From an optimization exercise on the open Yosys and OpenROAD flow, aimed at small area, a short achievable clock period and few clock cycles; shortcuts taken in it are not production practice.
Where RTL was checked, it was by simulation tests only, not by an equivalence proof against the original.
Only the layout flow was run in runs 4 and 6; the RTL was not checked for function there.
Power and IR drop assume default switching activity.

<file path="flow/config.mk">
export PLATFORM = sky130hd
export DESIGN_NAME = qoi_encoder
export DESIGN_NICKNAME = qoi_encoder
export VERILOG_FILES = /design/flow/design.v
export SDC_FILE = /design/flow/constraint.sdc
export NUM_CORES = 4
export LEC_CHECK = 0
export ABC_CLOCK_PERIOD_IN_PS = 2500
export CAP_MARGIN = 20
export CORE_MARGIN = 2
export CORE_UTILIZATION = 40
export SETUP_SLACK_MARGIN = 3.0
export SLEW_MARGIN = 20
</file>
<file path="flow/constraint.sdc">
create_clock -name core_clock -period 5.5 [get_ports {i_clk}]
set_input_delay 1.1000 -clock core_clock [delete_from_list [all_inputs] [get_ports {i_clk}]]
set_output_delay 1.1000 -clock core_clock [all_outputs]
set_load 0.01 [all_outputs]
</file>
<file path="flow/design.v">
`default_nettype none
module	qoi_encoder (
		input	wire		i_clk, i_reset,
		input	wire		s_valid,
		output	wire		s_ready,
		input	wire	[23:0]	s_data,
		input	wire		s_last, s_user,
		output	reg		o_qvalid,
		input	wire		i_qready,
		output	wire	[63:0]	o_qdata,
		output	reg	[2:0]	o_qbytes,
		output	reg		o_qlast
	);
	reg	r_ready;
	wire	stall = !r_ready;
	assign	s_ready = r_ready;
	reg		ir_v, ir_h, ir_l;
	reg	[23:0]	ir_px;
	reg	[5:0]	ir_hx, ir_hy;
	always @(posedge i_clk)
	if (i_reset)
		ir_v <= 1'b0;
	else if (!stall)
		ir_v <= s_valid;
	always @(posedge i_clk)
	if (!stall)
	begin
		ir_px <= s_data;
		ir_h  <= s_user;
		ir_l  <= s_user && s_last;
		ir_hx <= s_data[21:16] + { s_data[20:16], 1'b0 }
			+ s_data[13:8] + { s_data[11:8], 2'b0 };
		ir_hy <= { s_data[2:0], 3'b0 } - s_data[5:0] + 6'd53;
	end
	reg		hseen, h2, vseen;
	reg	[15:0]	wcnt, hcnt;
	wire		syncd = h2 && vseen;
	always @(posedge i_clk)
	if (i_reset)
	begin
		hseen <= 1'b0;
		h2    <= 1'b0;
		vseen <= 1'b0;
		wcnt  <= 16'h0;
		hcnt  <= 16'h0;
	end else if (!stall && ir_v)
	begin
		if (!hseen)
			wcnt <= wcnt + 1'b1;
		if (ir_h)
		begin
			hseen <= 1'b1;
			if (hseen)
				h2 <= 1'b1;
			if (!vseen)
				hcnt <= hcnt + 1'b1;
			if (ir_l)
				vseen <= 1'b1;
		end
	end
	reg		a_v, a_l, a_ep;
	reg	[23:0]	a_px;
	reg	[7:0]	a_dr, a_dg, a_db;
	reg	[7:0]	a_hi, a_lo;	 
	wire	[23:0]	prevpx = (a_v && !a_l) ? a_px : 24'h0;
	wire		eq = (ir_px == prevpx);
	wire		in_a = ir_v && syncd;
	wire		mv_a = a_v && (in_a || a_l);
	wire	[5:0]	ir_idx = ir_hx + ir_hy;
	always @(posedge i_clk)
	if (i_reset)
		a_v <= 1'b0;
	else if (!stall)
	begin
		if (in_a)
			a_v <= 1'b1;
		else if (a_l)
			a_v <= 1'b0;
	end
	always @(posedge i_clk)
	if (!stall && in_a)
	begin
		a_px  <= ir_px;
		a_l   <= ir_l;
		a_ep  <= eq;
		a_dr  <= ir_px[23:16] - prevpx[23:16];
		a_dg  <= ir_px[15: 8] - prevpx[15: 8];
		a_db  <= ir_px[ 7: 0] - prevpx[ 7: 0];
		a_hi  <= 8'h1 << ir_idx[5:3];
		a_lo  <= 8'h1 << ir_idx[2:0];
	end
	reg	[17:0]	tbl	[0:63];
	reg	[63:0]	tbl_v;
	reg	[17:0]	rd_px;
	reg		rd_v;
	reg	[5:0]	a_idx;
	integer	j, m;
	always @(*)
	begin
		rd_px = 18'h0;
		rd_v  = 1'b0;
		for (j = 0; j < 8; j = j + 1)
		for (m = 0; m < 8; m = m + 1)
		if (a_hi[j] && a_lo[m])
		begin
			rd_px = rd_px | tbl[j*8+m];
			rd_v  = rd_v  | tbl_v[j*8+m];
		end
		a_idx = 6'h0;
		for (j = 0; j < 8; j = j + 1)
		begin
			if (a_hi[j])
				a_idx[5:3] = a_idx[5:3] | j[2:0];
			if (a_lo[j])
				a_idx[2:0] = a_idx[2:0] | j[2:0];
		end
	end
	reg		b_v, b_l, b_ep, b_en, b_tv, b_small, b_luma;
	reg	[23:0]	b_px;
	reg	[17:0]	b_tpx;
	reg	[5:0]	b_idx, b_dc;
	reg	[13:0]	b_lc;
	wire	[7:0]	a_drg = a_dr - a_dg;
	wire	[7:0]	a_dbg = a_db - a_dg;
	always @(posedge i_clk)
	if (i_reset)
		b_v <= 1'b0;
	else if (!stall)
		b_v <= mv_a;
	always @(posedge i_clk)
	if (!stall && mv_a)
	begin
		b_px  <= a_px;
		b_l   <= a_l;
		b_ep  <= a_ep;
		b_en  <= eq;
		b_idx <= a_idx;
		b_tv  <= rd_v && !(b_v && (b_l || (b_idx == a_idx)));
		b_tpx <= rd_px;
		b_small <= ((&a_dr[7:1]) || !(|a_dr[7:1]))
			&& ((&a_dg[7:1]) || !(|a_dg[7:1]))
			&& ((&a_db[7:1]) || !(|a_db[7:1]));
		b_luma <= ((&a_dg[7:5]) || !(|a_dg[7:5]))
			&& ((&a_drg[7:3]) || !(|a_drg[7:3]))
			&& ((&a_dbg[7:3]) || !(|a_dbg[7:3]));
		b_dc <= { !a_dr[1], a_dr[0], !a_dg[1], a_dg[0],
				!a_db[1], a_db[0] };
		b_lc <= { !a_dg[5], a_dg[4:0], !a_drg[3], a_drg[2:0],
				!a_dbg[3], a_dbg[2:0] };
	end
	always @(posedge i_clk)
	if (!stall && b_v)
		tbl[b_idx] <= { b_px[23:8], b_px[7:6] };
	always @(posedge i_clk)
	if (i_reset)
		tbl_v <= 64'h0;
	else if (!stall && b_v)
	begin
		if (b_l)
			tbl_v <= 64'h0;
		else
			tbl_v[b_idx] <= 1'b1;
	end
	reg		run_on;
	reg	[5:0]	rep;
	reg	[1:0]	boff;	 
	reg		d_v, d_l;
	reg	[31:0]	d_data;	 
	reg	[2:0]	d_n;
	reg	[31:0]	ck;
	reg	[2:0]	cn;
	reg	[31:0]	ckr;
	wire	[5:0]	rep_i = (b_ep && run_on && (rep != 6'd61))
					? (rep + 1'b1) : 6'd0;
	wire		emit_run = b_l || !b_en || (rep_i == 6'd61);
	wire		hit = b_tv && (b_tpx == { b_px[23:8], b_px[7:6] });
	always @(*)
	begin
		if (b_ep)
		begin
			ck = emit_run ? { 2'b11, rep_i, 24'h0 } : 32'h0;
			cn = emit_run ? 3'd1 : 3'd0;
		end else if (hit)
		begin
			ck = { 2'b00, b_idx, 24'h0 };
			cn = 3'd1;
		end else if (b_small)
		begin
			ck = { 2'b01, b_dc, 24'h0 };
			cn = 3'd1;
		end else if (b_luma)
		begin
			ck = { 2'b10, b_lc, 16'h0 };
			cn = 3'd2;
		end else begin
			ck = { 8'hfe, b_px };
			cn = 3'd4;
		end
		case (boff)
		2'd0: ckr = ck;
		2'd1: ckr = { ck[7:0], ck[31:8] };
		2'd2: ckr = { ck[15:0], ck[31:16] };
		2'd3: ckr = { ck[23:0], ck[31:24] };
		endcase
	end
	always @(posedge i_clk)
	if (i_reset)
		run_on <= 1'b0;
	else if (!stall && b_v)
		run_on <= b_ep && !b_l;
	always @(posedge i_clk)
	if (!stall && b_v)
		rep <= rep_i;
	always @(posedge i_clk)
	if (i_reset)
		boff <= 2'd2;
	else if (!stall && b_v)
		boff <= b_l ? 2'd2 : (boff + cn[1:0]);
	always @(posedge i_clk)
	if (i_reset)
		d_v <= 1'b0;
	else if (!stall)
		d_v <= b_v;
	always @(posedge i_clk)
	if (!stall && b_v)
	begin
		d_l    <= b_l;
		d_data <= ckr;
		d_n    <= cn;
	end
	localparam	[1:0]	P_IDLE = 2'd0, P_FILE = 2'd1, P_TRL = 2'd2,
				P_DRAIN = 2'd3;
	reg	[1:0]	pst;
	reg	[4:0]	fill;
	reg		acc_ok;
	reg	[7:0]	acc	[0:15];
	wire		take = o_qvalid && i_qready;
	wire		hdr = (pst == P_IDLE) && (a_v || b_v || d_v);
	wire		app_c = d_v && acc_ok;
	wire		app_t = (pst == P_TRL) && ((fill <= 5'd8) || take);
	wire		lastword = (pst == P_DRAIN) && (fill <= 5'd8);
	wire	[7:0]	lane	[0:3];
	assign	lane[0] = d_data[31:24];
	assign	lane[1] = d_data[23:16];
	assign	lane[2] = d_data[15: 8];
	assign	lane[3] = d_data[ 7: 0];
	reg	[7:0]	hb	[0:15];
	reg	[7:0]	xb	[0:23];
	reg	[7:0]	nb	[0:15];
	reg	[4:0]	fa, fn;
	reg	[1:0]	pn;
	integer	k;
	always @(*)
	begin
		hb[ 0] = 8'h71; hb[ 1] = 8'h6f; hb[ 2] = 8'h69; hb[ 3] = 8'h66;
		hb[ 4] = 8'h00; hb[ 5] = 8'h00;
		hb[ 6] = wcnt[15:8]; hb[ 7] = wcnt[7:0];
		hb[ 8] = 8'h00; hb[ 9] = 8'h00;
		hb[10] = hcnt[15:8]; hb[11] = hcnt[7:0];
		hb[12] = 8'h03; hb[13] = 8'h01;
		hb[14] = 8'h00; hb[15] = 8'h00;
		for (k = 0; k < 24; k = k + 1)
		begin
			xb[k] = (k < 16) ? acc[k[3:0]] : 8'h0;
			if (app_c && (k[4:0] >= fill) && (k[4:0] < fill + 5'd4))
				xb[k] = xb[k] | lane[k[1:0]];
			if (app_t && (k[4:0] == fill + 5'd7))
				xb[k] = xb[k] | 8'h01;
		end
		for (k = 0; k < 16; k = k + 1)
		begin
			if (hdr)
				nb[k] = hb[k];
			else if (take)
				nb[k] = xb[k+8];
			else
				nb[k] = xb[k];
		end
		fa = fill;
		if (app_c)
			fa = fa + d_n;
		if (app_t)
			fa = fa + 5'd8;
		pn = pst;
		case (pst)
		P_IDLE:  if (hdr) pn = P_FILE;
		P_FILE:  if (app_c && d_l) pn = P_TRL;
		P_TRL:   if (app_t) pn = P_DRAIN;
		P_DRAIN: if (take && lastword) pn = P_IDLE;
		endcase
		if (hdr)
			fn = 5'd14;
		else if (take && lastword)
			fn = 5'd0;
		else if (take)
			fn = fa - 5'd8;
		else
			fn = fa;
	end
	always @(posedge i_clk)
	for (k = 0; k < 16; k = k + 1)
		acc[k] <= nb[k];
	always @(posedge i_clk)
	if (i_reset)
	begin
		pst      <= P_IDLE;
		fill     <= 5'd0;
		acc_ok   <= 1'b0;
		o_qvalid <= 1'b0;
		o_qlast  <= 1'b0;
		o_qbytes <= 3'd0;
		r_ready  <= 1'b1;
	end else begin
		pst      <= pn;
		fill     <= fn;
		acc_ok   <= (pn == P_FILE) && (fn <= 5'd12);
		o_qvalid <= (fn >= 5'd8) || ((pn == P_DRAIN) && (fn != 5'd0));
		o_qlast  <= (pn == P_DRAIN) && (fn <= 5'd8);
		o_qbytes <= ((pn == P_DRAIN) && (fn <= 5'd8)) ? fn[2:0] : 3'd0;
		r_ready  <= !((stall ? d_v : b_v)
				&& !((pn == P_FILE) && (fn <= 5'd12)));
	end
	assign	o_qdata = { acc[0], acc[1], acc[2], acc[3],
				acc[4], acc[5], acc[6], acc[7] };
endmodule
</file>
<file path="flow/run.sh">
#!/bin/bash
# synth_recipe.tcl (not shown) runs the flow's synth.tcl, then flattens the netlist and writes it again
# the make line also repeats each setting of config.mk as NAME=value (left out here)
make -C /OpenROAD-flow-scripts/flow DESIGN_CONFIG=/design/flow/config.mk WORK_HOME=/design/flow/orfs CLKGATE_MAP_FILE= SYNTH_SCRIPT=/design/flow/synth_recipe.tcl finish
</file>
==> results of run 1 <==
-- per-stage QoR --
step | utilization | cells | hold WS, ns
2_1_floorplan | - | 4374 | 0.400
3_3_place_gp | 0.432 | 6516 | 0.419
3_5_place_dp | 0.432 | 6519 | 0.415
4_1_cts | 0.493 | 7062 | 0.427
5_1_grt | 0.508 | 7180 | 0.451
6_report | 0.508 | 7187 | 0.431
-- power by group --
group | total (uW) | internal [uW] | switching, uW
clock | 11100 | 6230 | 4890
combinational | 1320 | 515 | 801
sequential | 13500 | 13400 | 135
-- worst register-to-register path: cells and delay by family (launching register included) --
kind | cells | cell delay, ns
buffers and inverters | 3 | 0.56
DFF | 1 | 0.57
xor gates and xnor gates | 1 | 0.24
and+or+nand+nor | 4 | 0.85
AOI/OAI and AO/OA | 3 | 0.38
-- area by class of cell --
type | instances | area (um2)
fill | 12900 | 77900
sequential | 1618 | 46300
multi-input combinational | 2442 | 19300
timing repair buffer | 658 | 6430
clock buffer | 218 | 4520
tap | 2072 | 2590
clock inverter | 84 | 779
inverter | 85 | 445
timing repair inverter | 3 | 22.5
antenna | 7 | 17.5
-- layout by cell type (no fill, tap or decap), drive strengths merged, types with 27 or more instances in the layout --
| cell | n |
|---|---|
| a211oi | 40 |
| a21o | 27 |
| a21oi | 235 |
| a221oi | 106 |
| a222oi | 86 |
| a22o | 188 |
| a22oi | 263 |
| and2 | 38 |
| and3 | 36 |
| buf | 614 |
| clkbuf | 229 |
| clkinv | 70 |
| dfxtp | 232 |
| edfxtp | 1386 |
| ha | 66 |
| inv | 76 |
| nand2 | 208 |
| nand3 | 61 |
| nand4 | 59 |
| nor2 | 390 |
| nor3 | 60 |
| nor4 | 27 |
| o21ai | 82 |
| o22ai | 80 |
| xnor2 | 55 |
| xor2 | 55 |
-- kinds of logic after synthesis --
| family | Yosys count |
|---|---|
| muxes | 34 |
| DFF | 1618 |
| and+or+nand+nor | 958 |
| adders and majority gates | 82 |
| AOI/OAI and AO/OA | 1254 |
| xor gates and xnor gates | 110 |
| buffers and inverters | 318 |
-- flip-flops by register name (all words and copies together) (netlist names), 8 cells and up --
signal  cells
tbl      1152
a_db        8
a_hi        8
a_dr        8
b_px       24
wcnt       16
a_dg        8
tbl_v      64
b_lc       14
d_data     32
ir_px      23
a_px       24
acc       128
b_tpx      18
a_lo        8
hcnt       16
-- synthesized netlist by cell type, types with 54 or more instances --
master	n
nand4_1	58
edfxtp_1	1386
o22ai_1	80
xor2_1	54
nand2_1	207
a22o_1	188
nand3_1	60
inv_1	76
ha_1	66
dfxtp_1	232
a221oi_1	103
a22oi_1	263
nor3_1	54
clkbuf_1	166
a21oi_1	233
o21ai_0	76
xnor2_1	55
nor2_1	386
a222oi_1	86
-- layer usage --
| metal | wire length (um) | track usage |
|---|---|---|
| met4 | 21000 | 0.197 |
| met1 | 90600 | 0.396 |
| met2 | 108000 | 0.435 |
| met3 | 40400 | 0.112 |
| met5 | 387 | 0.0101 |
-- timing repair --
action | CTS | global route
endpoints found under the setup margin | 1381 | 795
setup buffers | 224 | 112
gates cloned | 17 | 6
gates resized for setup | 869 | 280
pin swaps | 147 | 167
hold buffers | 0 | 0
-- worst max path at each step --
stage | depth (start not counted) | from | endpoint | slack [ns]
2_1_floorplan | 6 | s_data[8] | ir_hx[4]$_DFFE_PP_ | 2.45
3_3_place_gp | 10 | a_lo[4]$_SDFFCE_PN0P_ | b_tpx[13]$_DFFE_PP_ | 1.44
3_5_place_dp | 5 | fill[2]$_SDFF_PP0_ | acc[6][2]$_DFFE_PP_ | 1.79
4_1_cts | 13 | a_hi[2]$_SDFFCE_PP0P_ | b_tpx[13]$_DFFE_PP_ | 2.73
5_1_grt | 11 | b_tpx[3]$_DFFE_PP_ | d_data[30]$_DFFE_PP_ | 2.63
6_report | 11 | b_tpx[5]$_DFFE_PP_ | d_data[28]$_DFFE_PP_ | 2.60
==> impl_metrics.py, run 1 <==
metrics = {
    "run_status": {
        "status": "complete, no violations",
    },
    "clocking": {
        "cts_buffer_depth": 3,
        "cts_buffers": 167,
        "clk_pin_slew_ns": 0.06,
        "clk_latency_ns": 0.85,
        "cts_sinks": 1618,
        "htree_levels": 4,
        "cts-root-buf": "clkbuf_16",
        "tritoncts": "built",
    },
    "grt": {
        "grt.total_usage": 0.307,
        "grt_pass1_vias": 43100,
        "grt_antenna_before_repair": 17,
        "overflow": 0,
        "grt_pass1_wl_um": 348000,
        "grt_max_degree": 70,
    },
    "logic_synthesis": {
        "synthMuxAreaShare": 0.00577,
        "ys_top_cells_by_area": "edfxtp_1 65%, dfxtp_1 7.3%, a22oi_1 3.1%",
        "synth_top_area_share": 0.653,
        "synth_edf_count": 1386,
        "synth-simple-area-share": 0.0710,
        "ys_seq_elements": 1618,
        "synth_xor_area_frac": 0.0154,
        "postSynthCellCount": 4374,
        "ys_seq_area_frac": 0.725,
        "synth-main-ff-cell": "edfxtp_1",
        "syn_area_um2": 63800,
        "async_reset_ff_frac": 0,
        "synth_warnings": 5,
        "synth_compound_area_frac": 0.145,
        "syn_nets": 4486,
        "synth_top_family_by_area": "compound AO/OA/AOI/OAI gates",
        "syn_area_per_cell_um2": 14.6,
        "synth_top_area_cell": "edfxtp_1",
        "synthDistinctLibCells": 89,
        "synth_adder_area_share": 0.0180,
    },
    "floorplan": {
        "rows": 146,
        "initial_core_util": 0.403,
        "io_pins": 100,
        "chipHeight_um": 403,
        "coreArea_um2": 158000,
        "die-area_um2": 163000,
        "dieWidth_um": 403,
    },
    "timing": {
        "setup-tns-final_ns": 0,
        "hold_violations": 0,
        "rsz0062_at_grt": "yes",
        "slew_headroom": 0.127,
        "fmax_mhz": 345,
        "drv_slew": 0,
        "fin_worst_skew_ns": 0.0716,
        "min_period_over_period": 0.527,
        "tightest_slew_ns": 1.31,
        "fin_crit_ns": 2.90,
        "fin_ws_ns": 2.60,
        "setup_viol": 0,
    },
    "worst_setup_path": {
        "critPathMaxStageDelay_ns": 0.57,
        "cp_num_buf_inv": 3,
        "crit_chain": "xor2_2 > nor4_4 > buf_4 > nand3_4 > or2_4 > nand2_8 > clkinvlp_4 > buf_4 > a21oi_2 > o21bai_4 > o21ai_2",
        "r2r_setup_slack_ns": 2.60,
        "arrival_ns": 3.44,
        "critical_path_class": "register to register",
        "cp_common_cell": "buf_4",
        "start_kind": "register",
        "crit_path_end_kind": "register",
        "rr_startpoint": "b_tpx[5]$_DFFE_PP_",
        "cp_max_fo": 7,
        "r2r-end": "d_data[28]$_DFFE_PP_",
        "required_ns": 6.04,
        "slowest_stage": "edfxtp_1",
        "crit_family": "simple AND/OR/NAND/NOR gates",
        "reg2reg_depth": 11,
    },
    "routing": {
        "drt_first_pass_iters": 10,
        "drt_iter0_markers": 9761,
        "num_vias": 47700,
        "route.detailed.drc": 0,
        "drtAntennaViolNets": 0,
        "wirelength_um": 260000,
        "wl_per_cell_um": 36.2,
        "viasPerCell": 6.64,
    },
    "placed_design": {
        "pre_cts_ws_ns": 1.79,
        "hpwl_um": 151000,
        "dpl_cell_area_um2": 68500,
        "port_buffers": 99,
        "place_congestion": 0.979,
    },
    "worst_hold_path": {
        "whs_endpoint": "b_ep$_DFFE_PP_",
        "hold_depth": 0,
        "hold_path.class": "register to register",
        "worstHoldStart": "a_ep$_DFFE_PP_",
    },
    "pwr": {
        "peakVddDrop_mv": 0.354,
        "p_total_uw": 26000,
        "power.leakage_uw": 0.0272,
        "powerDensity_nw_per_um2": 323,
    },
    "final_layout": {
        "drive_gt1_frac": 0.283,
        "area_growth_pct": 26.1,
        "nets": 5087,
        "fin_area_um2": 80400,
    },
    "run": {
        "max-cap-violations": 0,
    },
}
Testbench counts, summed over its fixed seeds: cycles 35,502.
==> inputs of run 2 (changes only) <==
--- a/flow/config.mk
+++ b/flow/config.mk
@@ -10,4 +10,6 @@
 export CORE_MARGIN = 2
 export CORE_UTILIZATION = 40
+export CTS_CLUSTER_DIAMETER = 70
+export CTS_CLUSTER_SIZE = 24
 export SETUP_SLACK_MARGIN = 3.0
 export SLEW_MARGIN = 20
==> run 2 against run 1 <==
Effect of this change:
- still clean on timing, DRC and antenna
- area after synthesis is the same
- design area shrank 2.3%
- die area is the same
- synthesized cell count is the same
- clock skew shrank 0.016 ns
- clock power shrank 22%
- non-clock buffer count shrank 27
- critical endpoint is now d_data[29]$_DFFE_PP_
- highest routed layer unchanged
==> impl_metrics.py, run 2 <==
metrics = {
    "run_status": {
        "status": "complete, no violations",
    },
    "clocking": {
        "htree_levels": 3,
        "cts-root-buf": "clkbuf_16",
        "tritoncts": "built",
        "hold_buffers": 0,
        "cts_sinks": 1618,
        "cts_buffers": 101,
        "cts_buffer_depth": 3,
        "clk_pin_slew_ns": 0.09,
        "clk_latency_ns": 0.78,
    },
    "logic_synthesis": {
        "synthTopCellsByCount": "1386 x edfxtp_1, 386 x nor2_1, 263 x a22oi_1, 233 x a21oi_1, 232 x dfxtp_1",
        "syn_area_per_cell_um2": 14.6,
        "syn_nets": 4486,
        "synth-main-ff-cell": "edfxtp_1",
        "async_reset_ff_frac": 0,
        "ys_seq_area_frac": 0.725,
        "yosysMostFrequentCell": "edfxtp_1",
        "ys_seq_elements": 1618,
        "syn_area_um2": 63800,
        "synth_warnings": 5,
        "synth_top_area_share": 0.653,
        "synth_top_area_cell": "edfxtp_1",
        "ys_top_cells_by_area": "edfxtp_1 65%, dfxtp_1 7.3%, a22oi_1 3.1%",
        "synth_edf_count": 1386,
        "postSynthCellCount": 4374,
        "synthDistinctLibCells": 89,
    },
    "floorplan": {
        "dieWidth_um": 403,
        "initial_core_util": 0.403,
        "rows": 146,
        "io_pins": 100,
        "die-area_um2": 163000,
        "coreArea_um2": 158000,
        "chipHeight_um": 403,
    },
    "worst_setup_path": {
        "crit_family": "simple AND/OR/NAND/NOR gates",
        "r2r_setup_slack_ns": 2.64,
        "cp_num_buf_inv": 3,
        "critPathMaxStageDelay_ns": 0.58,
        "arrival_ns": 3.38,
        "start_kind": "register",
        "crit_path_end_kind": "register",
        "critical_path_class": "register to register",
        "slowest_stage": "edfxtp_1",
        "crit_chain": "xor2_2 > nor4_4 > buf_4 > nand3_4 > or2_4 > nand2_4 > clkinvlp_4 > buf_6 > a21oi_2 > o21bai_4 > o21ai_2",
        "required_ns": 6.03,
        "cp_max_fo": 7,
    },
    "grt": {
        "grt_pass1_vias": 42200,
        "overflow": 0,
        "grt_pass1_wl_um": 343000,
        "grt.total_usage": 0.303,
        "grt_antenna_before_repair": 8,
        "grt_max_degree": 70,
    },
    "timing": {
        "fmax_mhz": 350,
        "hold_violations": 0,
        "rsz0062_at_grt": "yes",
        "tightest_slew_ns": 1.31,
        "fin_ws_ns": 2.64,
        "slew_headroom": 0.127,
        "fin_worst_skew_ns": 0.0559,
        "fin_crit_ns": 2.86,
        "setup-tns-final_ns": 0,
        "setup_viol": 0,
        "drv_slew": 0,
        "min_period_over_period": 0.519,
    },
    "routing": {
        "wirelength_um": 256000,
        "route.detailed.drc": 0,
        "wl_per_cell_um": 36.3,
        "drt_iter0_markers": 9253,
        "drtAntennaViolNets": 0,
        "viasPerCell": 6.65,
        "drt_first_pass_iters": 7,
        "num_vias": 46800,
    },
    "pwr": {
        "peakVddDrop_mv": 0.288,
        "internal_power_uw": 17900,
        "switchingPower_uw": 5590,
        "swShare": 0.238,
        "pwr-share-comb": 0.057,
        "clkPwrFrac": 0.369,
        "power.leakage_uw": 0.0262,
        "p_seq_frac": 0.574,
        "powerDensity_nw_per_um2": 300,
    },
    "final_layout": {
        "nets": 4994,
        "regArea_um2": 46300,
        "layout_commonest_cell": "edfxtp_1",
        "largest_register_ffs": 1152,
        "layout_common_cells": "1386 x edfxtp_1, 339 x buf_4, 289 x nor2_1",
        "top_regs": "tbl (1152), acc (128), tbl_v (64)",
        "fill_cells": 13100,
        "fin_area_um2": 78600,
        "post-route-util": 0.496,
        "area_growth_pct": 23.2,
        "fin_cells": 7043,
        "multiInputGateArea_um2": 19100,
        "drive_gt1_frac": 0.272,
        "top_register": "tbl",
    },
    "placed_design": {
        "place_congestion": 0.979,
        "dpl_cell_area_um2": 68500,
        "port_buffers": 99,
        "pre_cts_ws_ns": 1.79,
        "placedCellCount": 6519,
        "hpwl_um": 151000,
    },
    "worst_hold_path": {
        "hold_path.class": "register to register",
    },
    "run": {
        "max-cap-violations": 0,
    },
}
## run 2: cell count changes in the layout (fill, tap and decap cells not counted), moves of 19 or more
cell / before / now
clkbuf_16: 174 / 103
buf_4: 375 / 339
buf_2: 64 / 30
clkdlybuf4s15_2: 4 / 38
clkbuf_1: 38 / 7
clkinv_1: 35 / 5
clkinv_2: 24 / 5
## run 2: routing by layer
metal,track usage,vias up,wire (um)
li1,-,18500,-
met2,0.435,4163,107000
met4,0.182,12,19000
met3,0.107,943,39400
met1,0.393,23200,89800
met5,0,-,107
## run 2: repair_timing
action | CTS | global route
pin swaps | 144 | 148
setup endpoints to repair | 1393 | 891
cloned | 18 | 2
gates resized for setup | 805 | 281
buffers inserted | 214 | 98
## run 2: final timing paths
path,from,to,depth (start not counted)
setup / recovery,b_tpx[5]$_DFFE_PP_,d_data[29]$_DFFE_PP_,11
hold / removal,a_ep$_DFFE_PP_,b_ep$_DFFE_PP_,0
setup reg to reg,b_tpx[5]$_DFFE_PP_,d_data[29]$_DFFE_PP_,11
hold reg to reg,a_ep$_DFFE_PP_,b_ep$_DFFE_PP_,0
## run 2: power by group through the flow
stage | registers [uW] | clock network [uW] | logic, uW
floorplan | 13800 | 0 | 676
global placement | 13800 | 0 | 1190
finish | 13500 | 8690 | 1340
detailed placement | 13800 | 0 | 1190
global route | 13500 | 9110 | 1450
CTS | 13500 | 8690 | 1230
## run 2: layout make-up
type,count,area share
Inverter,85,0.00573
Clock inverter,77,0.0126
Antenna cell,4,0.000127
Sequential cell,1618,0.590
Clock buffer,111,0.0333
Multi-Input combinational cell,2442,0.243
Timing Repair Buffer,631,0.0822
Timing Repair inverter,3,0.000287
Tap cell,2072,0.0330
## run 2: metrics by stage
stage                     total power [uW]  hold WS [ns]
final                                23500         0.439
after global routing                 24100         0.459
after CTS                            23400         0.439
after detailed placement             15000         0.415
after global placement               15000         0.419
after floorplan                      14400         0.400
## run 2: logic make-up (layout without fill, tap and decap cells)
logic type	Yosys count	in the layout	share of synthesized area
buffers and inverters	318	907	0.0194
flip-flops	1618	1618	0.725
AO/OA/AOI/OAI	1254	1254	0.145
AND/OR/NAND/NOR	958	962	0.0710
other	0	4	0
multiplexers	34	34	0.00577
XOR/XNOR	110	110	0.0154
adder cells (fa/ha/maj)	82	82	0.0180
==> inputs of run 3 (changes only) <==
--- a/flow/config.mk
+++ b/flow/config.mk
@@ -12,4 +12,4 @@
 export CTS_CLUSTER_DIAMETER = 70
 export CTS_CLUSTER_SIZE = 24
-export SETUP_SLACK_MARGIN = 3.0
+export SETUP_SLACK_MARGIN = 2.6
 export SLEW_MARGIN = 20
==> run 3 against run 2 <==
Effect of this change:
- still clean
- maximum frequency is 16% lower
- count of clock-buffer cells in the layout is 2 higher
- first-iteration DRC count is 0.23% higher
- sequential share of layout area is 2.9 points higher
- largest cell class unchanged
- largest power group unchanged
==> impl_metrics.py, run 3 <==
metrics = {
    "run_status": {
        "status": "complete, no violations",
    },
    "timing": {
        "drv_slew": 0,
        "setup-tns-final_ns": 0,
        "fin_crit_ns": 3.40,
        "slew_headroom": 0.176,
        "fmax_mhz": 294,
        "setup_viol": 0,
        "rsz0062_at_grt": "yes",
        "min_period_over_period": 0.618,
        "hold_violations": 0,
        "tightest_slew_ns": 1.23,
        "fin_worst_skew_ns": 0.0494,
    },
    "clocking": {
        "hold_buffers": 0,
        "cts-root-buf": "clkbuf_16",
        "clk_latency_ns": 0.78,
        "clk_pin_slew_ns": 0.09,
        "cts_sinks": 1618,
        "cts_buffer_depth": 3,
        "htree_levels": 3,
        "tritoncts": "built",
        "cts_buffers": 101,
    },
    "placed_design": {
        "hpwl_um": 156000,
        "port_buffers": 99,
        "placedCellCount": 6515,
        "place_congestion": 1.06,
        "dpl_cell_area_um2": 68500,
    },
    "floorplan": {
        "rows": 146,
        "io_pins": 100,
        "die-area_um2": 163000,
        "coreArea_um2": 158000,
        "chipHeight_um": 403,
        "dieWidth_um": 403,
        "initial_core_util": 0.403,
    },
    "final_layout": {
        "layout_common_cells": "1386 x edfxtp_1, 308 x nor2_1, 277 x buf_4",
        "top_regs": "tbl (1152), acc (128), tbl_v (64)",
        "largest_register_ffs": 1152,
        "fin_cells": 6855,
        "nets": 4814,
        "layout_commonest_cell": "edfxtp_1",
        "regArea_um2": 46300,
        "fill_cells": 13600,
        "multiInputGateArea_um2": 17600,
        "top_register": "tbl",
        "post-route-util": 0.473,
        "area_growth_pct": 17.4,
        "fin_area_um2": 74900,
        "drive_gt1_frac": 0.173,
    },
    "routing": {
        "drt_iter0_markers": 9274,
        "drt_first_pass_iters": 11,
        "wl_per_cell_um": 37.2,
        "num_vias": 45900,
        "route.detailed.drc": 0,
        "drtAntennaViolNets": 0,
        "viasPerCell": 6.69,
        "wirelength_um": 255000,
    },
    "logic_synthesis": {
        "postSynthCellCount": 4374,
        "syn_area_per_cell_um2": 14.6,
        "synthDistinctLibCells": 89,
        "synth_adder_area_share": 0.0180,
        "synth-simple-area-share": 0.0710,
        "synth_top_area_share": 0.653,
        "yosysMostFrequentCell": "edfxtp_1",
        "synth_top_family_by_area": "compound AO/OA/AOI/OAI gates",
        "synth_edf_count": 1386,
        "ys_top_cells_by_area": "edfxtp_1 65%, dfxtp_1 7.3%, a22oi_1 3.1%",
        "synth-main-ff-cell": "edfxtp_1",
        "synth_warnings": 5,
        "ys_seq_elements": 1618,
        "synth_xor_area_frac": 0.0154,
        "syn_area_um2": 63800,
        "ys_seq_area_frac": 0.725,
        "synth_top_area_cell": "edfxtp_1",
        "async_reset_ff_frac": 0,
        "synth_compound_area_frac": 0.145,
        "syn_nets": 4486,
        "synthTopCellsByCount": "1386 x edfxtp_1, 386 x nor2_1, 263 x a22oi_1, 233 x a21oi_1, 232 x dfxtp_1",
        "synthMuxAreaShare": 0.00577,
    },
    "worst_setup_path": {
        "crit_path_end_kind": "register",
        "required_ns": 5.97,
        "critical_path_class": "register to register",
        "cp_max_fo": 16,
        "arrival_ns": 3.87,
        "start_kind": "register",
    },
    "grt": {
        "overflow": 0,
        "grtUsageMet3": 0.105,
        "grt_max_degree": 70,
        "grt_use_met1": 0.392,
        "grt.total_usage": 0.304,
        "use_met2": 0.433,
        "grt_pass1_vias": 41500,
        "grt_pass1_wl_um": 343000,
        "top_usage_layer": "met2",
        "grt_antenna_before_repair": 8,
    },
    "pwr": {
        "power.leakage_uw": 0.0246,
        "internal_power_uw": 17800,
        "powerDensity_nw_per_um2": 312,
        "swShare": 0.237,
        "p_seq_frac": 0.578,
        "clkPwrFrac": 0.365,
        "pwr-share-comb": 0.057,
        "switchingPower_uw": 5540,
        "peakVddDrop_mv": 0.241,
    },
    "worst_hold_path": {
        "hold_path.class": "register to register",
    },
    "run": {
        "max-cap-violations": 0,
    },
}
run 3: repair_timing:
action	in CTS	in global routing
pin swaps	35	54
setup endpoints to repair	1191	374
hold endpoints to repair	0	0
buffers inserted	57	84
cloned	7	4
gates resized for setup	135	182
run 3: metal layers:
metal / up-vias / routed length [um]
li1: 18100 / -
met2: 4199 / 106000
met4: 12 / 21100
met5: - / 140
met1: 22600 / 88100
met3: 982 / 39300
run 3: cells by family after synthesis:
group	Yosys count
mux	34
flops	1618
fa+ha+maj	82
buf+inv	318
simple gates	958
xor+xnor	110
compound gates	1254
run 3: power by group through the flow:
stage	sequential, uW	clock [uW]	combinational (uW)
finish	13500	8520	1330
global route	13500	8940	1430
CTS	13500	8530	1230
detailed placement	13800	0	1220
global placement	13800	0	1200
floorplan	13800	0	676
run 3: stage by stage:
step                hold WS, ns  power [uW]  worst slack, ns
floorplan                 0.400       14400             2.35
global placement          0.417       15000             1.64
detailed placement        0.420       15000             1.65
CTS                       0.450       23300             2.26
global route              0.467       23900             2.20
finish                    0.449       23300             2.10
run 3: final timing paths:
| path | slack [ns] | end | depth (start not counted) | startpoint |
|---|---|---|---|---|
| setup / recovery | 2.10 | b_tpx[13]$_DFFE_PP_ | 10 | a_lo[0]$_SDFFCE_PP0P_ |
| hold reg to reg | 0.45 | b_ep$_DFFE_PP_ | 0 | a_ep$_DFFE_PP_ |
| hold / removal | 0.45 | b_ep$_DFFE_PP_ | 0 | a_ep$_DFFE_PP_ |
| setup reg to reg | 2.10 | b_tpx[13]$_DFFE_PP_ | 10 | a_lo[0]$_SDFFCE_PP0P_ |
run 3: worst max-delay path, stage by stage (launching register included):
cell,delay (ns)
edfxtp_1,0.46
inv_4,0.17
buf_12,0.22
nor2_1,0.07
buf_4,0.24
a22o_1,0.22
a221oi_2,0.25
nand4_1,0.25
nor4_4,0.83
buf_4,0.28
nand3_2,0.06
run 3: cell type report:
| type | count | area share |
|---|---|---|
| Antenna cell | 3 | 0.000100 |
| Clock inverter | 68 | 0.0115 |
| Timing Repair Buffer | 454 | 0.0590 |
| Clock buffer | 113 | 0.0356 |
| Sequential cell | 1618 | 0.618 |
| Multi-Input combinational cell | 2440 | 0.236 |
| Tap cell | 2072 | 0.0346 |
| Timing Repair inverter | 2 | 0.000201 |
| Inverter | 85 | 0.00505 |
==> inputs of run 4 (changes only) <==
--- a/flow/design.v
+++ b/flow/design.v
@@ -12,6 +12,6 @@
 		output	reg		o_qlast
 	);
-	reg	r_ready;
-	wire	stall = !r_ready;
+	reg	r_ready, r_stall;
+	wire	stall = r_stall;
 	assign	s_ready = r_ready;
 	reg		ir_v, ir_h, ir_l;
@@ -62,5 +62,5 @@
 	reg	[23:0]	a_px;
 	reg	[7:0]	a_dr, a_dg, a_db;
-	reg	[7:0]	a_hi, a_lo;	 
+	reg	[63:0]	a_sel;		 
 	wire	[23:0]	prevpx = (a_v && !a_l) ? a_px : 24'h0;
 	wire		eq = (ir_px == prevpx);
@@ -87,6 +87,5 @@
 		a_dg  <= ir_px[15: 8] - prevpx[15: 8];
 		a_db  <= ir_px[ 7: 0] - prevpx[ 7: 0];
-		a_hi  <= 8'h1 << ir_idx[5:3];
-		a_lo  <= 8'h1 << ir_idx[2:0];
+		a_sel <= 64'h1 << ir_idx;
 	end
 	reg	[17:0]	tbl	[0:63];
@@ -95,23 +94,16 @@
 	reg		rd_v;
 	reg	[5:0]	a_idx;
-	integer	j, m;
+	integer	j;
 	always @(*)
 	begin
 		rd_px = 18'h0;
 		rd_v  = 1'b0;
-		for (j = 0; j < 8; j = j + 1)
-		for (m = 0; m < 8; m = m + 1)
-		if (a_hi[j] && a_lo[m])
-		begin
-			rd_px = rd_px | tbl[j*8+m];
-			rd_v  = rd_v  | tbl_v[j*8+m];
-		end
 		a_idx = 6'h0;
-		for (j = 0; j < 8; j = j + 1)
+		for (j = 0; j < 64; j = j + 1)
+		if (a_sel[j])
 		begin
-			if (a_hi[j])
-				a_idx[5:3] = a_idx[5:3] | j[2:0];
-			if (a_lo[j])
-				a_idx[2:0] = a_idx[2:0] | j[2:0];
+			rd_px = rd_px | tbl[j];
+			rd_v  = rd_v  | tbl_v[j];
+			a_idx = a_idx | j[5:0];
 		end
 	end
@@ -164,14 +156,13 @@
 	reg		run_on;
 	reg	[5:0]	rep;
-	reg	[1:0]	boff;	 
 	reg		d_v, d_l;
-	reg	[31:0]	d_data;	 
+	reg	[31:0]	d_data;
 	reg	[2:0]	d_n;
 	reg	[31:0]	ck;
 	reg	[2:0]	cn;
-	reg	[31:0]	ckr;
 	wire	[5:0]	rep_i = (b_ep && run_on && (rep != 6'd61))
 					? (rep + 1'b1) : 6'd0;
-	wire		emit_run = b_l || !b_en || (rep_i == 6'd61);
+	wire		emit_run = b_l || !b_en
+				|| (run_on && (rep == 6'd60));
 	wire		hit = b_tv && (b_tpx == { b_px[23:8], b_px[7:6] });
 	always @(*)
@@ -197,10 +188,4 @@
 			cn = 3'd4;
 		end
-		case (boff)
-		2'd0: ckr = ck;
-		2'd1: ckr = { ck[7:0], ck[31:8] };
-		2'd2: ckr = { ck[15:0], ck[31:16] };
-		2'd3: ckr = { ck[23:0], ck[31:24] };
-		endcase
 	end
 	always @(posedge i_clk)
@@ -214,9 +199,4 @@
 	always @(posedge i_clk)
 	if (i_reset)
-		boff <= 2'd2;
-	else if (!stall && b_v)
-		boff <= b_l ? 2'd2 : (boff + cn[1:0]);
-	always @(posedge i_clk)
-	if (i_reset)
 		d_v <= 1'b0;
 	else if (!stall)
@@ -226,5 +206,5 @@
 	begin
 		d_l    <= b_l;
-		d_data <= ckr;
+		d_data <= ck;
 		d_n    <= cn;
 	end
@@ -240,9 +220,17 @@
 	wire		app_t = (pst == P_TRL) && ((fill <= 5'd8) || take);
 	wire		lastword = (pst == P_DRAIN) && (fill <= 5'd8);
+	reg	[31:0]	ckr;
 	wire	[7:0]	lane	[0:3];
-	assign	lane[0] = d_data[31:24];
-	assign	lane[1] = d_data[23:16];
-	assign	lane[2] = d_data[15: 8];
-	assign	lane[3] = d_data[ 7: 0];
+	always @(*)
+	case (fill[1:0])
+	2'd0: ckr = d_data;
+	2'd1: ckr = { d_data[7:0], d_data[31:8] };
+	2'd2: ckr = { d_data[15:0], d_data[31:16] };
+	2'd3: ckr = { d_data[23:0], d_data[31:24] };
+	endcase
+	assign	lane[0] = ckr[31:24];
+	assign	lane[1] = ckr[23:16];
+	assign	lane[2] = ckr[15: 8];
+	assign	lane[3] = ckr[ 7: 0];
 	reg	[7:0]	hb	[0:15];
 	reg	[7:0]	xb	[0:23];
@@ -311,4 +299,5 @@
 		o_qbytes <= 3'd0;
 		r_ready  <= 1'b1;
+		r_stall  <= 1'b0;
 	end else begin
 		pst      <= pn;
@@ -320,4 +309,6 @@
 		r_ready  <= !((stall ? d_v : b_v)
 				&& !((pn == P_FILE) && (fn <= 5'd12)));
+		r_stall  <= ((stall ? d_v : b_v)
+				&& !((pn == P_FILE) && (fn <= 5'd12)));
 	end
 	assign	o_qdata = { acc[0], acc[1], acc[2], acc[3],
--- a/flow/config.mk
+++ b/flow/config.mk
@@ -12,4 +12,4 @@
 export CTS_CLUSTER_DIAMETER = 70
 export CTS_CLUSTER_SIZE = 24
-export SETUP_SLACK_MARGIN = 2.6
+export SETUP_SLACK_MARGIN = 3.0
 export SLEW_MARGIN = 20
==> run 4 against run 3 <==
Effect of this change:
- still clean
- via count down 2.9%
- sequential power rose by 4%
- worst hold slack worse by 0.026 ns
- synthesized cell count fell by 1.7%
- final cell count is 0.20% higher
- critical path depth is 5 lower
- area after synthesis up 1.3%
- utilization is 0.32 points higher
- wire length shrank 2.5%
- worst setup slack improved by 0.49 ns
- die area increased by 1.3%
- count of clock-buffer cells in the layout is 5 lower
- critical endpoint is now b_tpx[1]$_DFFE_PP_
- largest cell class unchanged
==> impl_metrics.py, run 4 <==
metrics = {
    "pwr": {
        "powerDensity_nw_per_um2": 323,
        "clkPwrFrac": 0.353,
        "power.leakage_uw": 0.0249,
        "internal_power_uw": 18500,
        "switchingPower_uw": 6080,
        "pwr-share-comb": 0.077,
        "p_seq_frac": 0.570,
        "peakVddDrop_mv": 0.253,
        "swShare": 0.247,
    },
    "worst_setup_path": {
        "arrival_ns": 3.38,
        "cp_max_fo": 10,
        "start_kind": "register",
        "rr_startpoint": "a_sel[1]$_SDFFCE_PP0P_",
        "crit_path_end_kind": "register",
        "required_ns": 5.97,
        "cp-startpoint": "a_sel[1]$_SDFFCE_PP0P_",
        "critical_path_class": "register to register",
    },
    "routing": {
        "route.detailed.drc": 0,
        "drt_iter0_markers": 7840,
        "wl_per_cell_um": 36.2,
        "num_vias": 44600,
        "viasPerCell": 6.49,
        "wirelength_um": 249000,
        "drtAntennaViolNets": 0,
        "drt_first_pass_iters": 9,
    },
    "logic_synthesis": {
        "synth-main-ff-cell": "edfxtp_1",
        "ys_seq_area_frac": 0.738,
        "syn_nets": 4411,
        "ys_seq_elements": 1665,
        "synth_top_area_share": 0.667,
        "yosysMostFrequentCell": "edfxtp_1",
        "synth_top_area_cell": "edfxtp_1",
        "syn_area_per_cell_um2": 15.0,
        "synthTopCellsByCount": "1434 x edfxtp_1, 360 x nor2_1, 316 x a22o_1, 311 x a221oi_1, 241 x a21oi_1",
        "postSynthCellCount": 4299,
        "ys_top_cells_by_area": "edfxtp_1 67%, dfxtp_1 7.2%, a22o_1 4.3%",
        "syn_area_um2": 64600,
        "synthDistinctLibCells": 72,
        "synth_warnings": 5,
        "synth_edf_count": 1434,
        "async_reset_ff_frac": 0,
    },
    "floorplan": {
        "io_pins": 100,
        "dieWidth_um": 406,
        "coreArea_um2": 160000,
        "rows": 147,
        "die-area_um2": 165000,
        "chipHeight_um": 406,
        "initial_core_util": 0.403,
    },
    "clocking": {
        "clk_latency_ns": 0.79,
        "hold_buffers": 0,
        "cts_sinks": 1665,
        "tritoncts": "built",
        "cts-root-buf": "clkbuf_16",
        "cts_buffers": 101,
        "clk_pin_slew_ns": 0.10,
        "htree_levels": 3,
        "cts_buffer_depth": 3,
    },
    "final_layout": {
        "layout_common_cells": "1434 x edfxtp_1, 316 x a22o_1, 283 x nor2_1",
        "drive_gt1_frac": 0.211,
        "area_growth_pct": 18.2,
        "largest_register_ffs": 1152,
        "top_register": "tbl",
        "post-route-util": 0.476,
        "fill_cells": 13800,
        "top_regs": "tbl (1152), acc (128)",
        "nets": 4735,
        "layout_commonest_cell": "edfxtp_1",
    },
    "grt": {
        "grt_antenna_before_repair": 9,
        "overflow": 0,
        "grt_pass1_vias": 40900,
        "grt_pass1_wl_um": 335000,
        "grt.total_usage": 0.295,
        "grt_max_degree": 85,
    },
    "timing": {
        "setup-tns-final_ns": 0,
        "slew_headroom": 0.357,
        "fin_worst_skew_ns": 0.0698,
        "setup_viol": 0,
        "hold_violations": 0,
        "tightest_slew_ns": 0.965,
        "drv_slew": 0,
        "fmax_mhz": 344,
        "rsz0062_at_grt": "yes",
        "fin_crit_ns": 2.91,
        "min_period_over_period": 0.529,
        "whs_ns": 0.423,
    },
    "placed_design": {
        "place_congestion": 0.937,
        "port_buffers": 99,
        "hpwl_um": 141000,
    },
    "run": {
        "max-cap-violations": 0,
    },
    "worst_hold_path": {
        "hold_path.class": "register to register",
        "worstHoldStart": "a_ep$_DFFE_PP_",
    },
    "run_status": {
        "status": "complete, no violations",
    },
}
==> run 4: cell count changes in the layout (fill, tap and decap cells not counted), moves of 43 or more <==
cell / change
a221oi_1: +164
a222oi_1: -85
a22o_1: +129
a22oi_1: -254
clkdlybuf4s50_1: -72
dfxtp_1: -43
edfxtp_1: +48
==> run 4: worst paths after layout <==
path	end	slack [ns]	cells past startpoint
setup / recovery	b_tpx[1]$_DFFE_PP_	2.59	5
hold / removal	b_ep$_DFFE_PP_	0.42	0
setup reg to reg	b_tpx[1]$_DFFE_PP_	2.59	5
hold reg to reg	b_ep$_DFFE_PP_	0.42	0
==> run 4: cell type report <==
class	instances	area [um2]	area share
Inverter	74	309	0.00405
Clock buffer	108	2570	0.0337
Multi-Input combinational cell	2331	17500	0.230
Antenna cell	7	17.5	0.000230
Timing Repair inverter	3	15.0	0.000197
Tap cell	2160	2700	0.0354
Timing Repair Buffer	447	4410	0.0578
Clock inverter	74	990	0.0130
Sequential cell	1665	47800	0.626
==> run 4: metal layers <==
metal	wire length, um	track usage	part of all wire
met1	89900	0.390	0.36
met2	109000	0.445	0.44
met3	32900	0.0778	0.13
met4	16600	0.157	0.067
met5	112	0	0.00045
==> run 4: worst max-delay path, stage by stage, from the launching register on <==
cell and delay [ns]:
edfxtp_1 0.45, buf_12 0.20, a22o_1 0.23, a221oi_2 0.23
nand4_1 0.70, or4_1 0.76
==> run 4: per-stage QoR <==
stage	power [uW]	cell area (um2)	std cells	setup WS, ns
floorplan	15200	64800	4299	2.43
global placement	16000	69000	6494	1.78
detailed placement	16000	69000	6495	1.71
CTS	24500	75200	6806	2.68
global route	25300	76300	6863	2.54
finish	24600	76300	6869	2.59
==> run 4: kinds of logic (layout without fill, tap and decap cells) <==
logic type               Yosys count  in the layout  synth area share
flip-flops                      1665           1665             0.738
buffers and inverters            303            706            0.0179
multiplexers                      48             48           0.00769
adder cells (fa/ha/maj)           82             82            0.0177
other                              0              7                 0
AND/OR/NAND/NOR                  936            936            0.0693
AO/OA/AOI/OAI                   1148           1148             0.133
XOR/XNOR                         117            117            0.0159
==> run 4: what timing repair did <==
item	CTS	global route
endpoints found under the setup margin	1637	502
gates cloned	8	4
pin swaps	84	80
buffers inserted	121	52
resized for setup	571	199
==> run 4: power by group through the flow <==
stage	Sequential (uW)	Clock, uW	Combinational, uW
2_1_floorplan	14300	0	909
3_3_place_gp	14300	0	1720
3_5_place_dp	14300	0	1740
4_1_cts	14000	8700	1810
5_1_grt	14100	9140	2060
6_report	14000	8680	1890
==> inputs of run 5 (changes only) <==
--- a/flow/design.v
+++ b/flow/design.v
@@ -63,4 +63,6 @@
 	reg	[7:0]	a_dr, a_dg, a_db;
 	reg	[63:0]	a_sel;		 
+	reg	[5:0]	a_idx;		 
+	reg		a_same;		 
 	wire	[23:0]	prevpx = (a_v && !a_l) ? a_px : 24'h0;
 	wire		eq = (ir_px == prevpx);
@@ -88,4 +90,6 @@
 		a_db  <= ir_px[ 7: 0] - prevpx[ 7: 0];
 		a_sel <= 64'h1 << ir_idx;
+		a_idx <= ir_idx;
+		a_same <= (ir_idx == a_idx);
 	end
 	reg	[17:0]	tbl	[0:63];
@@ -93,5 +97,4 @@
 	reg	[17:0]	rd_px;
 	reg		rd_v;
-	reg	[5:0]	a_idx;
 	integer	j;
 	always @(*)
@@ -99,5 +102,4 @@
 		rd_px = 18'h0;
 		rd_v  = 1'b0;
-		a_idx = 6'h0;
 		for (j = 0; j < 64; j = j + 1)
 		if (a_sel[j])
@@ -105,5 +107,4 @@
 			rd_px = rd_px | tbl[j];
 			rd_v  = rd_v  | tbl_v[j];
-			a_idx = a_idx | j[5:0];
 		end
 	end
@@ -128,5 +129,5 @@
 		b_en  <= eq;
 		b_idx <= a_idx;
-		b_tv  <= rd_v && !(b_v && (b_l || (b_idx == a_idx)));
+		b_tv  <= rd_v && !(b_v && (b_l || a_same));
 		b_tpx <= rd_px;
 		b_small <= ((&a_dr[7:1]) || !(|a_dr[7:1]))
==> run 5 against run 4 <==
Effect of this change:
- still clean on timing, DRC and antenna
- die area is essentially flat
- area after synthesis is essentially flat
- maximum frequency increased by 6.7%
- final cell count is 0.23% lower
- largest cell class unchanged
- largest power group unchanged
- highest routed layer unchanged
==> impl_metrics.py, run 5 <==
metrics = {
    "run_status": {
        "status": "complete, no violations",
    },
    "logic_synthesis": {
        "async_reset_ff_frac": 0,
        "synth_top_area_share": 0.670,
        "synth_warnings": 5,
        "syn_area_um2": 64600,
        "syn_nets": 4371,
        "synthTopCellsByCount": "1441 x edfxtp_1, 333 x nor2_1, 308 x a221oi_1, 304 x a22o_1, 231 x dfxtp_1",
        "ys_seq_elements": 1672,
        "synth-main-ff-cell": "edfxtp_1",
        "yosysMostFrequentCell": "edfxtp_1",
        "syn_area_per_cell_um2": 15.2,
        "synth_top_area_cell": "edfxtp_1",
        "synthDistinctLibCells": 84,
        "postSynthCellCount": 4259,
        "ys_seq_area_frac": 0.741,
        "synth_edf_count": 1441,
        "ys_top_cells_by_area": "edfxtp_1 67%, dfxtp_1 7.2%, a221oi_1 4.2%",
    },
    "floorplan": {
        "initial_core_util": 0.402,
        "dieWidth_um": 406,
        "rows": 147,
        "io_pins": 100,
        "coreArea_um2": 161000,
        "chipHeight_um": 406,
        "die-area_um2": 165000,
    },
    "pwr": {
        "internal_power_uw": 18700,
        "pwr-share-comb": 0.090,
        "power.leakage_uw": 0.0252,
        "clkPwrFrac": 0.335,
        "swShare": 0.242,
        "p_seq_frac": 0.575,
        "powerDensity_nw_per_um2": 322,
        "switchingPower_uw": 5960,
        "peakVddDrop_mv": 0.272,
    },
    "routing": {
        "drt_iter0_markers": 7737,
        "wl_per_cell_um": 35.7,
        "drtAntennaViolNets": 0,
        "route.detailed.drc": 0,
        "num_vias": 44100,
        "drt_first_pass_iters": 6,
        "viasPerCell": 6.43,
        "wirelength_um": 245000,
    },
    "timing": {
        "fin_worst_skew_ns": 0.0874,
        "fin_crit_ns": 2.73,
        "min_period_over_period": 0.496,
        "fin_ws_ns": 2.77,
        "tightest_slew_ns": 1.07,
        "setup_viol": 0,
        "rsz0062_at_grt": "yes",
        "drv_slew": 0,
        "hold_violations": 0,
        "slew_headroom": 0.281,
        "whs_ns": 0.437,
        "setup-tns-final_ns": 0,
        "fmax_mhz": 367,
    },
    "worst_hold_path": {
        "hold_path.class": "register to register",
        "hold_depth": 0,
        "whs_endpoint": "b_ep$_DFFE_PP_",
        "worstHoldStart": "a_ep$_DFFE_PP_",
    },
    "final_layout": {
        "drive_gt1_frac": 0.209,
        "top_regs": "tbl (1152), acc (128)",
        "area_growth_pct": 18.4,
        "post-route-util": 0.476,
        "fill_cells": 13700,
        "layout_common_cells": "1441 x edfxtp_1, 301 x a22o_1, 258 x buf_4",
        "largest_register_ffs": 1152,
        "nets": 4734,
        "top_register": "tbl",
        "layout_commonest_cell": "edfxtp_1",
    },
    "worst_setup_path": {
        "cp_num_buf_inv": 2,
        "cp_max_fo": 12,
        "critPathMaxStageDelay_ns": 0.62,
        "cp_common_cell": "buf_12",
        "crit_path_end_kind": "register",
        "r2r-end": "b_tpx[4]$_DFFE_PP_",
        "required_ns": 6.03,
        "reg2reg_depth": 6,
        "crit_family": "simple AND/OR/NAND/NOR gates",
        "r2r_setup_slack_ns": 2.77,
        "slowest_stage": "or4_4",
        "rr_startpoint": "a_sel[8]$_SDFFCE_PN0P_",
        "crit_chain": "buf_12 > buf_12 > a22o_4 > a221oi_4 > nand4_1 > or4_4",
        "critical_path_class": "register to register",
        "start_kind": "register",
        "arrival_ns": 3.26,
    },
    "placed_design": {
        "hpwl_um": 140000,
        "pre_cts_ws_ns": 1.81,
        "place_congestion": 0.929,
        "port_buffers": 99,
    },
    "clocking": {
        "tritoncts": "built",
        "cts_buffer_depth": 3,
        "cts-root-buf": "clkbuf_16",
        "hold_buffers": 0,
        "cts_sinks": 1672,
        "clk_latency_ns": 0.79,
        "htree_levels": 3,
        "clk_pin_slew_ns": 0.10,
        "cts_buffers": 97,
    },
    "grt": {
        "grt_pass1_vias": 40300,
        "grt_antenna_before_repair": 16,
        "grt_pass1_wl_um": 327000,
        "grt.total_usage": 0.288,
        "overflow": 0,
        "grt_max_degree": 122,
    },
    "run": {
        "max-cap-violations": 0,
    },
}
[run 5: cell count changes after synthesis, moves of 12 or more]
cell	delta
nor2_1	-27
nor4_1	-16
a211o_1	-12
nand2_1	+17
a21oi_1	-14
xnor2_1	-19
nand3_1	-15
a22o_1	-12
[run 5: area by class of cell]
type                    instances  area, um2  area share
diodes                          3       7.51   0.0000981
repair buffers                493       4980      0.0651
inverters                      81        312     0.00407
multi-input cells            2277      17300       0.226
clock inverters                61        737     0.00964
flip-flops and latches       1672      47900       0.627
well taps                    2160       2700      0.0353
clock buffers                 106       2530      0.0331
[run 5: through the flow]
step	cell area [um2]	cells	total power, uW
after global routing	76500	6851	25300
after CTS	74900	6755	24500
after global placement	68900	6453	16400
after floorplan	64700	4259	15600
final	76500	6853	24600
after detailed placement	69000	6453	16400
[run 5: kinds of logic (layout without fill, tap and decap cells)]
logic type | count (synthesis) | after routing | share of synthesized area
fa+ha+maj | 82 | 82 | 0.0177
compound gates | 1148 | 1148 | 0.134
buf+inv | 312 | 741 | 0.0187
mux | 46 | 46 | 0.00778
xor+xnor | 107 | 107 | 0.0147
other cells | 0 | 3 | 0
flops | 1672 | 1672 | 0.741
simple gates | 892 | 894 | 0.0659
[run 5: worst reg2reg max path: stages, from the launching register on]
cell	delay, ns
edfxtp_1	0.43
buf_12	0.20
buf_12	0.20
a22o_4	0.26
a221oi_4	0.29
nand4_1	0.50
or4_4	0.62
[run 5: what timing repair did]
action	in CTS	in global routing
resized for setup	557	202
setup buffers	133	87
pin swaps	89	72
cloned	2	8
endpoints found under the setup margin	1602	665
[run 5: worst max path at each step]
stage	start	end	slack [ns]	cells after the start
after global routing	a_dg[0]$_DFFE_PP_	b_luma$_DFFE_PP_	2.82	9
after floorplan	r_stall$_SDFF_PP0_	tbl[15][0]$_DFFE_PP_	1.92	6
final	a_sel[8]$_SDFFCE_PN0P_	b_tpx[4]$_DFFE_PP_	2.77	6
after global placement	s_data[10]	ir_hx[3]$_DFFE_PN_	1.78	7
after CTS	a_sel[9]$_SDFFCE_PN0P_	b_tpx[2]$_DFFE_PP_	2.84	6
after detailed placement	s_data[9]	ir_hx[5]$_DFFE_PN_	1.81	7
[run 5: routing by layer]
| metal | vias to the layer above | share of wire | global-route usage |
|---|---|---|---|
| li1 | 17600 | - | - |
| met1 | 22300 | 0.36 | 0.380 |
| met2 | 3411 | 0.44 | 0.430 |
| met3 | 711 | 0.14 | 0.0849 |
| met4 | 18 | 0.066 | 0.151 |
| met5 | - | 0.00043 | 0 |
[run 5: power groups by stage]
stage	Sequential (uW)	Clock [uW]	Combinational (uW)
after floorplan	14500	0	1130
after global placement	14400	0	1940
after detailed placement	14400	0	1960
after CTS	14200	8270	2070
after global routing	14200	8670	2430
final	14200	8240	2210
Testbench counts of run 5, summed over its fixed seeds: cycles 35,502.
==> inputs of run 6 (changes only) <==
--- a/flow/design.v
+++ b/flow/design.v
@@ -217,8 +217,13 @@
 	reg	[7:0]	acc	[0:15];
 	wire		take = o_qvalid && i_qready;
-	wire		hdr = (pst == P_IDLE) && (a_v || b_v || d_v);
-	wire		app_c = d_v && acc_ok;
-	wire		app_t = (pst == P_TRL) && ((fill <= 5'd8) || take);
 	wire		lastword = (pst == P_DRAIN) && (fill <= 5'd8);
+	wire		done = take && lastword;
+	wire		hdr = ((pst == P_IDLE) || done) && (a_v || b_v || d_v);
+	wire		app_c = d_v && acc_ok;
+	wire	[4:0]	fc = fill + d_n;
+	wire		app_t1 = (pst == P_TRL) && ((fill <= 5'd8) || take);
+	wire		app_t2 = app_c && d_l && ((fc <= 5'd8) || take);
+	wire		app_t = app_t1 || app_t2;
+	wire	[4:0]	tpos = (pst == P_TRL) ? (fill + 5'd7) : (fc + 5'd7);
 	reg	[31:0]	ckr;
 	wire	[7:0]	lane	[0:3];
@@ -254,5 +259,5 @@
 			if (app_c && (k[4:0] >= fill) && (k[4:0] < fill + 5'd4))
 				xb[k] = xb[k] | lane[k[1:0]];
-			if (app_t && (k[4:0] == fill + 5'd7))
+			if (app_t && (k[4:0] == tpos))
 				xb[k] = xb[k] | 8'h01;
 		end
@@ -274,11 +279,11 @@
 		case (pst)
 		P_IDLE:  if (hdr) pn = P_FILE;
-		P_FILE:  if (app_c && d_l) pn = P_TRL;
-		P_TRL:   if (app_t) pn = P_DRAIN;
-		P_DRAIN: if (take && lastword) pn = P_IDLE;
+		P_FILE:  if (app_c && d_l) pn = app_t2 ? P_DRAIN : P_TRL;
+		P_TRL:   if (app_t1) pn = P_DRAIN;
+		P_DRAIN: if (done) pn = hdr ? P_FILE : P_IDLE;
 		endcase
 		if (hdr)
 			fn = 5'd14;
-		else if (take && lastword)
+		else if (done)
 			fn = 5'd0;
 		else if (take)
--- a/flow/config.mk
+++ b/flow/config.mk
@@ -12,4 +12,5 @@
 export CTS_CLUSTER_DIAMETER = 70
 export CTS_CLUSTER_SIZE = 24
+export PLACE_DENSITY = 0.7
 export SETUP_SLACK_MARGIN = 3.0
 export SLEW_MARGIN = 20
==> run 6 against run 5 <==
Effect of this change:
- still clean
- sequential cell count unchanged
- maximum frequency down 13%
- non-clock buffer count up 135
- clock skew down 0.043 ns
- worst setup slack worse by 0.41 ns
- die area up 0.57%
- clock power down 5.5%
- sequential share of layout area down 2.0 points
- power down 2.9%
- count of clock-buffer cells in the layout down 6
- first-iteration DRC count up 22%
- via count up 6.8%
- critical path type unchanged
==> impl_metrics.py, run 6 <==
metrics = {
    "run_status": {
        "status": "complete, no violations",
    },
    "clocking": {
        "tritoncts": "built",
        "hold_buffers": 0,
        "htree_levels": 3,
        "clk_latency_ns": 0.81,
        "cts-root-buf": "clkbuf_16",
        "clk_pin_slew_ns": 0.10,
        "cts_buffer_depth": 3,
        "cts_sinks": 1672,
        "cts_buffers": 92,
    },
    "worst_setup_path": {
        "critPathMaxStageDelay_ns": 0.74,
        "critical_path_class": "register to register",
        "start_kind": "register",
        "arrival_ns": 3.65,
        "crit_path_end_kind": "register",
        "crit_chain": "buf_12 > buf_4 > a22o_1 > a221oi_4 > nand4_1 > or4_4",
        "required_ns": 6.01,
        "slowest_stage": "or4_4",
        "cp_max_fo": 8,
    },
    "final_layout": {
        "fin_area_um2": 79000,
        "layout_commonest_cell": "edfxtp_1",
        "nets": 4910,
        "top_register": "tbl",
        "drive_gt1_frac": 0.246,
        "fin_cells": 7028,
        "largest_register_ffs": 1152,
        "area_growth_pct": 21.6,
        "top_regs": "tbl (1152), acc (128)",
        "layout_common_cells": "1441 x edfxtp_1, 324 x buf_4, 302 x a22o_1",
    },
    "logic_synthesis": {
        "synth_top_area_cell": "edfxtp_1",
        "synth_top_area_share": 0.666,
        "syn_area_um2": 65000,
        "synth_xor_area_frac": 0.0149,
        "synth-main-ff-cell": "edfxtp_1",
        "synth_top_family_by_area": "compound AO/OA/AOI/OAI gates",
        "postSynthCellCount": 4312,
        "synthMuxAreaShare": 0.00818,
        "ys_top_cells_by_area": "edfxtp_1 67%, dfxtp_1 7.1%, a221oi_1 4.1%",
        "synth_warnings": 5,
        "synth-simple-area-share": 0.0677,
        "synth_compound_area_frac": 0.135,
        "yosysMostFrequentCell": "edfxtp_1",
        "async_reset_ff_frac": 0,
        "synthDistinctLibCells": 82,
        "ys_seq_elements": 1672,
        "synthTopCellsByCount": "1441 x edfxtp_1, 365 x nor2_1, 302 x a221oi_1, 302 x a22o_1, 231 x dfxtp_1",
        "syn_area_per_cell_um2": 15.1,
        "synth_adder_area_share": 0.0176,
        "syn_nets": 4424,
        "synth_edf_count": 1441,
        "ys_seq_area_frac": 0.737,
    },
    "floorplan": {
        "dieWidth_um": 407,
        "coreArea_um2": 161000,
        "initial_core_util": 0.404,
        "die-area_um2": 166000,
        "rows": 147,
        "chipHeight_um": 407,
        "io_pins": 100,
    },
    "timing": {
        "fin_worst_skew_ns": 0.0442,
        "setup-tns-final_ns": 0,
        "rsz0062_at_grt": "yes",
        "setup_viol": 0,
        "min_period_over_period": 0.571,
        "fmax_mhz": 318,
        "hold_violations": 0,
        "fin_crit_ns": 3.14,
        "slew_headroom": 0.325,
        "tightest_slew_ns": 1.01,
        "drv_slew": 0,
    },
    "pwr": {
        "peakVddDrop_mv": 0.320,
        "powerDensity_nw_per_um2": 302,
        "p_total_uw": 23900,
        "power.leakage_uw": 0.0263,
    },
    "routing": {
        "wirelength_um": 258000,
        "drtAntennaViolNets": 0,
        "drt_iter0_markers": 9449,
        "route.detailed.drc": 0,
        "drt_first_pass_iters": 12,
        "num_vias": 47100,
        "viasPerCell": 6.70,
        "wl_per_cell_um": 36.7,
    },
    "placed_design": {
        "place_congestion": 0.958,
        "dpl_cell_area_um2": 69300,
        "port_buffers": 99,
        "hpwl_um": 135000,
        "placedCellCount": 6470,
    },
    "run": {
        "max-cap-violations": 0,
    },
    "grt": {
        "grt_pass1_vias": 42000,
        "grt_pass1_wl_um": 335000,
        "overflow": 0,
        "grt.total_usage": 0.294,
        "grt_antenna_before_repair": 27,
        "grt_max_degree": 89,
    },
    "worst_hold_path": {
        "hold_path.class": "register to register",
    },
}
## run 6: cell types whose count changed after synthesis, moves of 7 or more
cell | previous run | this run
a21oi_1 | 227 | 219
o221ai_1 | 12 | 1
a311oi_1 | 0 | 7
o31ai_1 | 4 | 16
or2_2 | 20 | 12
o32ai_1 | 7 | 0
a211oi_1 | 39 | 56
nand3_1 | 31 | 50
nor2_1 | 333 | 365
xnor2_1 | 60 | 67
nand2_1 | 205 | 186
buf_1 | 41 | 34
buf_2 | 9 | 20
## run 6: cell families (layout without fill, tap and decap cells)
group                      Yosys count  in the layout
AOI/OAI and AO/OA                 1154           1154
xor gates and xnor gates           110            110
adders and majority gates           82             82
buffers and inverters              317            854
DFF                               1672           1672
muxes                               51             51
other                                0             16
and+or+nand+nor                    926            929
## run 6: worst paths after layout
path / from / endpoint / slack [ns] / cells past startpoint
hold reg to reg: a_dg[2]$_DFFE_PP_ / b_lc[10]$_DFFE_PP_ / 0.46 / 0
hold / removal: a_dg[2]$_DFFE_PP_ / b_lc[10]$_DFFE_PP_ / 0.46 / 0
setup reg to reg: a_sel[20]$_SDFFCE_PN0P_ / b_tpx[14]$_DFFE_PP_ / 2.36 / 6
setup / recovery: a_sel[20]$_SDFFCE_PN0P_ / b_tpx[14]$_DFFE_PP_ / 2.36 / 6
## run 6: repair_timing
action                                   CTS  global route
gates cloned                              10            14
endpoints found under the setup margin  1558           922
buffers inserted                         250           120
gates resized for setup                  616           262
pin swaps                                152           123
## run 6: worst max-delay path, delay by kind of cell (launching register included)
| kind | cells | cell delay (ns) |
|---|---|---|
| simple gates | 2 | 1.44 |
| compound gates | 2 | 0.54 |
| buf+inv | 2 | 0.43 |
| flops | 1 | 0.43 |
## run 6: layout make-up
type	count	area (um2)
antenna	16	40.0
fill	13000	81900
clock inverter	48	621
tap	2160	2700
multi-input combinational	2326	18200
sequential	1672	48000
inverter	76	307
timing repair inverter	2	12.5
timing repair buffer	628	6900
clock buffer	100	2330
## run 6: where the power goes
group          internal [uW]  switching (uW)  leakage [uW]  total, uW
logic                    852            1130       0.00993       1990
clock network           3370            4420       0.00142       7790
registers              13900             192        0.0150      14100
total                  18100            5750        0.0263      23900
## run 6: routing by layer
| metal | up-vias | GRT usage | wire (um) |
|---|---|---|---|
| met2 | 4700 | 0.419 | 106000 |
| met5 | - | 0.00238 | 149 |
| met4 | 20 | 0.201 | 23600 |
| met3 | 1263 | 0.126 | 45600 |
| met1 | 23000 | 0.360 | 82700 |
| li1 | 18100 | - | - |
## run 6: through the flow
stage                     hold slack, ns  utilization  setup slack (ns)
after CTS                          0.444        0.477              2.69
after global placement             0.406        0.430              1.40
after floorplan                    0.400            -              2.45
after detailed placement           0.420        0.431              1.29
after global routing               0.467        0.491              2.46
final                              0.456        0.491              2.36

## what the ideal ports hide
How much do the figures lean on ideal ports? The routed layouts below were timed once more, with nothing changed but the port constraints.
Step 1: set_driving_cell puts a clkbuf_16 on i_clk and a buf_2 on each other input, an assumption about the parent block.
Step 2 moves the port delays by t, midway between the first and last clock arrival at a register: inputs arrive t later, outputs are due t later. That takes back most of the time a late clock gives input paths.
Slacks: ideal / step 1 / step 2; pairs: ideal / step 1.
run	t, ns	slack for setup (ns)	hold WS [ns]	worst setup path after step 2	latest minus earliest clock arrival (ns)
run 1	0.907	2.601 / 2.601 / 2.176	0.431 / 0.424 / 0.431	input to register	0.075 / 0.075
run 2	0.839	2.645 / 2.645 / 2.229	0.439 / 0.439 / 0.439	input to register	0.058 / 0.059
run 3	0.832	2.102 / 2.102 / 1.930	0.449 / 0.449 / 0.449	input to register	0.050 / 0.050
run 4	0.834	2.591 / 2.591 / 2.237	0.423 / 0.423 / 0.423	input to register	0.073 / 0.073
run 5	0.841	2.772 / 2.772 / 2.248	0.437 / 0.437 / 0.437	input to register	0.088 / 0.089
run 6	0.861	2.358 / 2.358 / 1.945	0.456 / 0.456 / 0.456	input to register	0.076 / 0.075
After both steps every run listed still meets setup and hold. The setup slack of run 5, which loses most, moves by 0.000 ns with the drivers and by -0.524 ns with both steps.
